This design comes from an exercise in tuning for small area and a short achievable clock period on the open sky130 flow, not from production work. Only simulation tests tie the RTL to the original design; equivalence was not proved. No activity file was given, so power comes from the tool's default toggle rates.

--- config.mk ---
export PLATFORM = sky130hd
export DESIGN_NAME = fir_3tap
export DESIGN_NICKNAME = fir_3tap
export VERILOG_FILES = /design/flow/design.v
export SDC_FILE = /design/flow/constraint.sdc
export NUM_CORES = 4
export LEC_CHECK = 0
export CAP_MARGIN = 20
export CORE_MARGIN = 2
export CORE_UTILIZATION = 40
export SLEW_MARGIN = 20
--- constraint.sdc ---
create_clock -name core_clock -period 12.5 [get_ports {clk}]
set_input_delay 2.5000 -clock core_clock [delete_from_list [all_inputs] [get_ports {clk}]]
set_output_delay 2.5000 -clock core_clock [all_outputs]
set_load 0.01 [all_outputs]
--- design.v ---
module full_adder(output sum, 
				  output carry_out, 
				  input x, 
				  input y, 
				  input carry_in);
wire prop, gen, pr_cin;
xor x1(prop,x,y);
xor x2(sum,prop,carry_in);
and a1(pr_cin, prop, carry_in);
and a2(gen, x, y);
or o1(carry_out, gen, pr_cin);
endmodule
module RCA_16bit(output [15:0] sum, 
				 output cout, 
				 input [15:0] a,b);
wire [15:1] c;
full_adder faa(sum[0], c[1], a[0], b[0], 1'b0);
full_adder fa[14:1](sum[14:1], c[15:2], a[14:1], b[14:1], c[14:1]);
full_adder fa15(sum[15], cout, a[15], b[15], c[15]);
endmodule
module braun_multiplier(input [7:0] a, 
			input [7:0] b, 
			output [15:0] prod);
wire prod_buff [62:0];   
wire carry_buff [54:0] ;  
wire sum_buff [41:0] ; 
and a1(prod[0],a[0],b[0]);   
and a2(prod_buff[0],a[1],b[0]);
and a3(prod_buff[1],a[0],b[1]);
and a4(prod_buff[2],a[2],b[0]);
and a5(prod_buff[3],a[1],b[1]);
and a6(prod_buff[4],a[0],b[2]);
and a7(prod_buff[5],a[3],b[0]);
and a8(prod_buff[6],a[2],b[1]);
and a9(prod_buff[7],a[1],b[2]);
and a10(prod_buff[8],a[0],b[3]);
and a11(prod_buff[9],a[4],b[0]);
and a12(prod_buff[10],a[3],b[1]);
and a13(prod_buff[11],a[2],b[2]);
and a14(prod_buff[12],a[1],b[3]);
and a15(prod_buff[13],a[0],b[4]);
and a16(prod_buff[14],a[5],b[0]);
and a17(prod_buff[15],a[4],b[1]);
and a18(prod_buff[16],a[3],b[2]);
and a19(prod_buff[17],a[2],b[3]);
and a20(prod_buff[18],a[1],b[4]);
and a21(prod_buff[19],a[0],b[5]);
and a22(prod_buff[20],a[6],b[0]);
and a23(prod_buff[21],a[5],b[1]);
and a24(prod_buff[22],a[4],b[2]);
and a25(prod_buff[23],a[3],b[3]);
and a26(prod_buff[24],a[2],b[4]);
and a27(prod_buff[25],a[1],b[5]);
and a28(prod_buff[26],a[0],b[6]);
and a29(prod_buff[27],a[7],b[0]);
and a30(prod_buff[28],a[6],b[1]);
and a31(prod_buff[29],a[5],b[2]);
and a32(prod_buff[30],a[4],b[3]);
and a33(prod_buff[31],a[3],b[4]);
and a34(prod_buff[32],a[2],b[5]);
and a35(prod_buff[33],a[1],b[6]);
and a36(prod_buff[34],a[0],b[7]);
and a37(prod_buff[35],a[7],b[1]);
and a38(prod_buff[36],a[6],b[2]);
and a39(prod_buff[37],a[5],b[3]);
and a40(prod_buff[38],a[4],b[4]);
and a41(prod_buff[39],a[3],b[5]);
and a42(prod_buff[40],a[2],b[6]);
and a43(prod_buff[41],a[1],b[7]);
and a44(prod_buff[42],a[7],b[2]);
and a45(prod_buff[43],a[6],b[3]);
and a46(prod_buff[44],a[5],b[4]);
and a47(prod_buff[45],a[4],b[5]);
and a48(prod_buff[46],a[3],b[6]);
and a49(prod_buff[47],a[2],b[7]);
and a50(prod_buff[48],a[7],b[3]);
and a51(prod_buff[49],a[6],b[4]);
and a52(prod_buff[50],a[5],b[5]);
and a53(prod_buff[51],a[4],b[6]);
and a54(prod_buff[52],a[3],b[7]);
and a55(prod_buff[53],a[7],b[4]);
and a56(prod_buff[54],a[6],b[5]);
and a57(prod_buff[55],a[5],b[6]);
and a58(prod_buff[56],a[4],b[7]);
and a59(prod_buff[57],a[7],b[5]);
and a60(prod_buff[58],a[6],b[6]);
and a61(prod_buff[59],a[5],b[7]);
and a62(prod_buff[60],a[7],b[6]);
and a63(prod_buff[61],a[6],b[7]);
and a64(prod_buff[62],a[7],b[7]);
full_adder fa1  (prod[1],carry_buff[0],prod_buff[0],prod_buff[1],1'b0);
full_adder fa2  (sum_buff[0],carry_buff[1],prod_buff[2],prod_buff[3],carry_buff[0]);
full_adder fa3  (sum_buff[1],carry_buff[2],prod_buff[5],prod_buff[6],carry_buff[1]);
full_adder fa4  (sum_buff[2],carry_buff[3],prod_buff[9],prod_buff[10],carry_buff[2]);
full_adder fa5  (sum_buff[3],carry_buff[4],prod_buff[14],prod_buff[15],carry_buff[3]);
full_adder fa6  (sum_buff[4],carry_buff[5],prod_buff[20],prod_buff[21],carry_buff[4]);
full_adder fa7  (sum_buff[5],carry_buff[6],prod_buff[27],prod_buff[28],carry_buff[5]);
full_adder fa8  (sum_buff[6],carry_buff[7],prod_buff[35],1'b0,carry_buff[6]);
full_adder fa9  (prod[2],carry_buff[8],sum_buff[0],prod_buff[4],1'b0);
full_adder fa10 (sum_buff[7],carry_buff[9],sum_buff[1],prod_buff[7],carry_buff[8]);
full_adder fa11 (sum_buff[8],carry_buff[10],sum_buff[2],prod_buff[11],carry_buff[9]);
full_adder fa12 (sum_buff[9],carry_buff[11],sum_buff[3],prod_buff[16],carry_buff[10]);
full_adder fa13 (sum_buff[10],carry_buff[12],sum_buff[4],prod_buff[22],carry_buff[11]);
full_adder fa14 (sum_buff[11],carry_buff[13],sum_buff[5],prod_buff[29],carry_buff[12]);
full_adder fa15 (sum_buff[12],carry_buff[14],sum_buff[6],prod_buff[36],carry_buff[13]);
full_adder fa16 (sum_buff[13],carry_buff[15],prod_buff[42],carry_buff[7],carry_buff[14]);
full_adder fa17 (prod[3],carry_buff[16],sum_buff[7],prod_buff[8],1'b0);
full_adder fa18 (sum_buff[14],carry_buff[17],sum_buff[8],prod_buff[12],carry_buff[16]);
full_adder fa19 (sum_buff[15],carry_buff[18],sum_buff[9],prod_buff[17],carry_buff[17]);
full_adder fa20 (sum_buff[16],carry_buff[19],sum_buff[10],prod_buff[23],carry_buff[18]);
full_adder fa21 (sum_buff[17],carry_buff[20],sum_buff[11],prod_buff[30],carry_buff[19]);
full_adder fa22 (sum_buff[18],carry_buff[21],sum_buff[12],prod_buff[37],carry_buff[20]);
full_adder fa23 (sum_buff[19],carry_buff[22],sum_buff[13],prod_buff[43],carry_buff[21]);
full_adder fa24 (sum_buff[20],carry_buff[23],prod_buff[48],carry_buff[15],carry_buff[22]);
full_adder fa25 (prod[4],carry_buff[24],sum_buff[14],prod_buff[13],1'b0);
full_adder fa26 (sum_buff[21],carry_buff[25],sum_buff[15],prod_buff[18],carry_buff[24]);
full_adder fa27 (sum_buff[22],carry_buff[26],sum_buff[16],prod_buff[24],carry_buff[25]);
full_adder fa28 (sum_buff[23],carry_buff[27],sum_buff[17],prod_buff[31],carry_buff[26]);
full_adder fa29 (sum_buff[24],carry_buff[28],sum_buff[18],prod_buff[38],carry_buff[27]);
full_adder fa30 (sum_buff[25],carry_buff[29],sum_buff[19],prod_buff[44],carry_buff[28]);
full_adder fa31 (sum_buff[26],carry_buff[30],sum_buff[20],prod_buff[49],carry_buff[29]);
full_adder fa32 (sum_buff[27],carry_buff[31],prod_buff[53],carry_buff[23],carry_buff[30]);
full_adder fa33 (prod[5],carry_buff[32],sum_buff[21],prod_buff[19],1'b0);
full_adder fa34 (sum_buff[28],carry_buff[33],sum_buff[22],prod_buff[25],carry_buff[32]);
full_adder fa35 (sum_buff[29],carry_buff[34],sum_buff[23],prod_buff[32],carry_buff[33]);
full_adder fa36 (sum_buff[30],carry_buff[35],sum_buff[24],prod_buff[39],carry_buff[34]);
full_adder fa37 (sum_buff[31],carry_buff[36],sum_buff[25],prod_buff[45],carry_buff[35]);
full_adder fa38 (sum_buff[32],carry_buff[37],sum_buff[26],prod_buff[50],carry_buff[36]);
full_adder fa39 (sum_buff[33],carry_buff[38],sum_buff[27],prod_buff[54],carry_buff[37]);
full_adder fa40 (sum_buff[34],carry_buff[39],prod_buff[57],carry_buff[31],carry_buff[38]);
full_adder fa41 (prod[6],carry_buff[40],sum_buff[28],prod_buff[26],1'b0);
full_adder fa42 (sum_buff[35],carry_buff[41],sum_buff[29],prod_buff[33],carry_buff[40]);
full_adder fa43 (sum_buff[36],carry_buff[42],sum_buff[30],prod_buff[40],carry_buff[41]);
full_adder fa44 (sum_buff[37],carry_buff[43],sum_buff[31],prod_buff[46],carry_buff[42]);
full_adder fa45 (sum_buff[38],carry_buff[44],sum_buff[32],prod_buff[51],carry_buff[43]);
full_adder fa46 (sum_buff[39],carry_buff[45],sum_buff[33],prod_buff[55],carry_buff[44]);
full_adder fa47 (sum_buff[40],carry_buff[46],sum_buff[34],prod_buff[58],carry_buff[45]);
full_adder fa48 (sum_buff[41],carry_buff[47],prod_buff[60],carry_buff[39],carry_buff[46]);
full_adder fa49 (prod[7],carry_buff[48],sum_buff[35],prod_buff[34],1'b0);
full_adder fa50 (prod[8],carry_buff[49],sum_buff[36],prod_buff[41],carry_buff[48]);
full_adder fa51 (prod[9],carry_buff[50],sum_buff[37],prod_buff[47],carry_buff[49]);
full_adder fa52 (prod[10],carry_buff[51],sum_buff[38],prod_buff[52],carry_buff[50]);
full_adder fa53 (prod[11],carry_buff[52],sum_buff[39],prod_buff[56],carry_buff[51]);
full_adder fa54 (prod[12],carry_buff[53],sum_buff[40],prod_buff[59],carry_buff[52]);
full_adder fa55 (prod[13],carry_buff[54],sum_buff[41],prod_buff[61],carry_buff[53]);
full_adder fa56 (prod[14],prod[15],prod_buff[62],carry_buff[47],carry_buff[54]);
endmodule
module D_flip_flop(input clk, 
				   input [15:0] D, 
				   output reg [15:0] Q);
always @(posedge clk)
Q<=D;
endmodule
module fir_3tap (input clk, 
				 input [7:0] Xin, 
				 input [7:0] H0, 
				 input [7:0] H1,
				 input [7:0] H2,
				 output reg [15:0] Yout);
wire [15:0] M0,M1,M2, add_out1, add_out2;
wire [15:0] Q1,Q2;
braun_multiplier m1(Xin,H2,M2);
braun_multiplier m2(Xin,H1,M1);
braun_multiplier m3(Xin,H0,M0);
RCA_16bit r1(.sum(add_out1),.a(Q1),.b(M1));
RCA_16bit r2(.sum(add_out2),.a(Q2),.b(M0));
D_flip_flop dff1(clk,M2,Q1);
D_flip_flop dff2(clk,add_out1,Q2);
always @(posedge clk)
Yout <= add_out2;
endmodule
--- run.sh ---
#!/bin/bash
# synth_recipe.tcl (not shown) runs the flow's synth.tcl, then flattens the netlist and writes it again
# the make line also repeats each setting of config.mk as NAME=value (left out here)
make -C /OpenROAD-flow-scripts/flow DESIGN_CONFIG=/design/flow/config.mk WORK_HOME=/design/flow/orfs CLKGATE_MAP_FILE= SYNTH_SCRIPT=/design/flow/synth_recipe.tcl finish
==> results.txt <==
==> logic make-up (layout without fill, tap and decap cells) <==
kind of cell,Yosys count,in the layout,synth area share [%]
buf+inv,134,193,9.423
xor+xnor,2,2,0.7308
simple gates,192,192,17.15
flops,48,48,14.77
fa+ha+maj,198,198,57.92
==> worst paths after layout <==
kind | startpoint | end | depth (start not counted) | slack [ns]
max reg2reg | dff1.Q[0] | dff2.Q[15] | 17 | 5.97
min reg2reg | dff1.Q[0] | dff2.Q[0] | 1 | 0.45
max | H1[1] | dff2.Q[15] | 25 | 0.30
min | dff1.Q[0] | dff2.Q[0] | 1 | 0.45
==> per-layer routing <==
metal  global-route usage [%]  vias to the layer above  wire length [µm]
met5                        0                        -                 0
met4                    3.563                        0               157
met3                    1.813                        8               263
met2                    29.29                       41              6290
met1                    15.98                     2015              4263
li1                         -                     1737                 -
==> where the power goes <==
part | total, mW | internal (mW) | switching (mW)
Clock | 0.135 | 0.0728 | 0.0622
Sequential | 0.298 | 0.277 | 0.0211
Combinational | 1.73 | 0.838 | 0.890
==> per-stage QoR <==
stage                     util, %  hold WS [ns]
after CTS                   46.57        0.4589
final                       47.12        0.4549
after global placement      45.56        0.4358
after floorplan                 -        0.4200
after detailed placement    45.56        0.4424
after global routing        47.12        0.4716
==> state kept, by name, summed over array words and instances, names as in the netlist <==
| name | flops |
|---|---|
| Yout | 16 |
| dff2.Q | 16 |
| dff1.Q | 16 |
==> synth_stat cells, drive strengths merged <==
library cell  count
xor3              2
inv             118
nand2            38
buf              16
dfxtp            48
ha               26
fa              172
and2            154
==> layout make-up <==
class                           instances  area share, %
Clock buffer                            5          1.672
Tap cell                              216          3.611
Timing Repair Buffer                   68          8.559
Multi-Input combinational cell        392          67.24
Clock inverter                          2         0.1672
Sequential cell                        48          12.84
Inverter                              118          5.918
==> worst max-delay path, delay by kind of cell <==
family	cells	cell delay [ns]
XOR/XNOR	1	0.36
adder cells (fa/ha/maj)	21	8.88
buffers and inverters	2	0.47
AND/OR/NAND/NOR	1	0.16
==> repair_timing <==
action	in CTS	in global routing
pin swaps	2	19
gates cloned	0	0
hold buffers	0	0
setup endpoints to repair	2	4
gates resized for setup	10	35
==> layout by cell type, fill, tap and decap left out <==
cell	n
dlygate4sd2_1	1
clkdlybuf4s50_1	44
buf_6	1
nand2_1	38
ha_1	26
clkbuf_16	5
fa_2	40
dfxtp_1	48
and2_2	8
xor3_1	2
fa_1	132
inv_1	118
clkinv_2	1
buf_4	19
and2_1	146
clkinvlp_4	1
dlymetal6s2s_1	3
==> results.txt <==
The via count of the routed design is 3801. The synthesized area per cell is around 11 µm². The area overhead of the layout relative to synthesis came out at 15.04%. The data required time of the critical path is around 13 ns.

The clock drives 48 sinks. The number of buffers added on ports is 48. Dividing the final minimum period by the clock period gives 97.59%. At the worst endpoint, the arrival time is 12.37 ns. The height of the die is approximately 130 µm. At the pin with the least slew margin, the transition time is roughly 0.55 ns. The post-route non-filler standard cell count came out at 849. The highest achievable clock rate is 0.08197 GHz.

The kind of critical path is primary input to flip-flop. Max-cap violations in this run came to 0. The row count came out at 46.

The clock arrives with 0.01009 ns of skew. The number of nets with antenna violations after routing came out at 0. The die covers 17300 µm². The global placement routability congestion is 0.7509. TritonCTS built the clock tree. The net count reported at finish is 864. The final count of hold timing violations came out at 0. The via count of the first global-routing pass came out at 4565. The worst slew margin relative to its limit is 62.94%. The CTS clock-pin slew for the worst setup and hold paths came out at 0.07 ns. The post-route minimum period is 12.20 ns. The total I/O pin count is 49.

The summed instance area of the synthesized netlist is about 6500 µm². The number of synthesized register bits is 48. The wire length of the first global-routing pass came out at 20300 µm. The cell count after placement came out at 842. The largest voltage drop on the vdd net came out at 0.1532 mV. The number of remaining DRC errors is 0. At the later pin of the worst-skew pair, clock insertion delay measures 0.30 ns.

The total setup violations reported at the end of the flow came out at 0. The run finished with no timing, DRC or antenna violations. The total negative slack came out at 0 ns. The initial antenna violation count came out at 0.

The remaining global-route overflow came out at 0. Sorting the synthesized cells by area gives the leading types as fa_1 53%, dfxtp_1 15%, and2_1 14%. The filler cell count in the final layout came out at approximately 1.5k. The initial standard-cell utilization of the core is 40.96%. The via-per-instance ratio is 4.477. The core outline area is roughly 16000 µm².

The design draws 2.162 mW. The final antenna diode count is 0. Counting along the longest clock path gives a buffer depth of 2.

The ratio of cells with drive above 1 in the final layout came out at between 10% and 20%. Clock tree synthesis selected as its root buffer the cell clkbuf_16. The max-slew violation count came to 0. STA classifies the critical path startpoint as a primary input.

Once detailed placement completed, the half-perimeter wirelength came to between 9000 and 10000 µm. The horizontal extent of the die came out at 131.5 µm. The min-delay analysis places its worst path in the category flip-flop to flip-flop.

The number of DRC markers in iteration 0 is 76. The static leakage came out at around 3.5 nW. The clock tree synthesis step divided the H-tree into 2 levels. The standard cell area after detailed placement is a little over 7000 µm². Summing all non-filler instances in the final layout gives an area of 7485 µm². The fraction of synthesized cell area taken by the top area cell type came out at 52.92%. The ratio of total power to cell area is 288.8 nW/µm². The register area came out at 960.9 µm².

Among all stages on the critical path, the largest delay is contributed by fa_2. The average routed wire per standard cell is 12.93 µm. Counting every net in the synthesized netlist gives approximately 800. The multi-input combinational cells in the finished layout cover a total of 5032 µm².

The number of warnings issued by yosys came out at 3. The fraction of the yosys area taken by sequential cells came out at 14.77%. The number of different library cells in the post-synthesis netlist came out at 11. The total iterations of the first detailed-routing run came out at 4.

The total wire length is roughly 11000 µm. Of all nets on the critical path, the largest fanout is 2. STA classifies the critical path endpoint as a flip-flop. The worst setup margin is 0.3010 ns.

The cell type contributing the most total cell area after synthesis is fa_1. The pre-CTS worst setup slack came out at -0.5073 ns. The count of mapped cells out of synthesis is between 500 and 600. The delay of the slowest critical-path stage came out at 0.59 ns. The maximum number of pins on one net before global-route repair came out at 17. The combined global-route utilization of all metal layers is between 10% and 20%. The number of buffers added by the clock tree synthesis step is 5.

The total setup buffers inserted after CTS is 0.

[what the ideal ports hide]
In the flow no input, the clock included, has a driving cell. The finished layout below was timed again as built, in two steps. Step 1 sets driving cells, clkbuf_16 on the clock port and buf_2 on the other inputs (assumed; they add their load-dependent delay and slew). Step 2 times the ports against the registers' clock, not the clock port: input delays grow and output delays shrink by t, the midpoint of the rising clock arrivals with the driver on. Slacks: ideal / step 1 / step 2; pairs: ideal / step 1.
t, ns: 0.330
setup WS [ns]: 0.301 / 0.312 / -0.018
worst hold slack (ns): 0.455 / 0.455 / 0.455
worst data-port slew with drivers (ns): 0.05
Met with ideal ports but missed after step 2: setup timing in this run. The setup slack of this run moves by +0.011 ns with the drivers and by -0.319 ns with both steps.
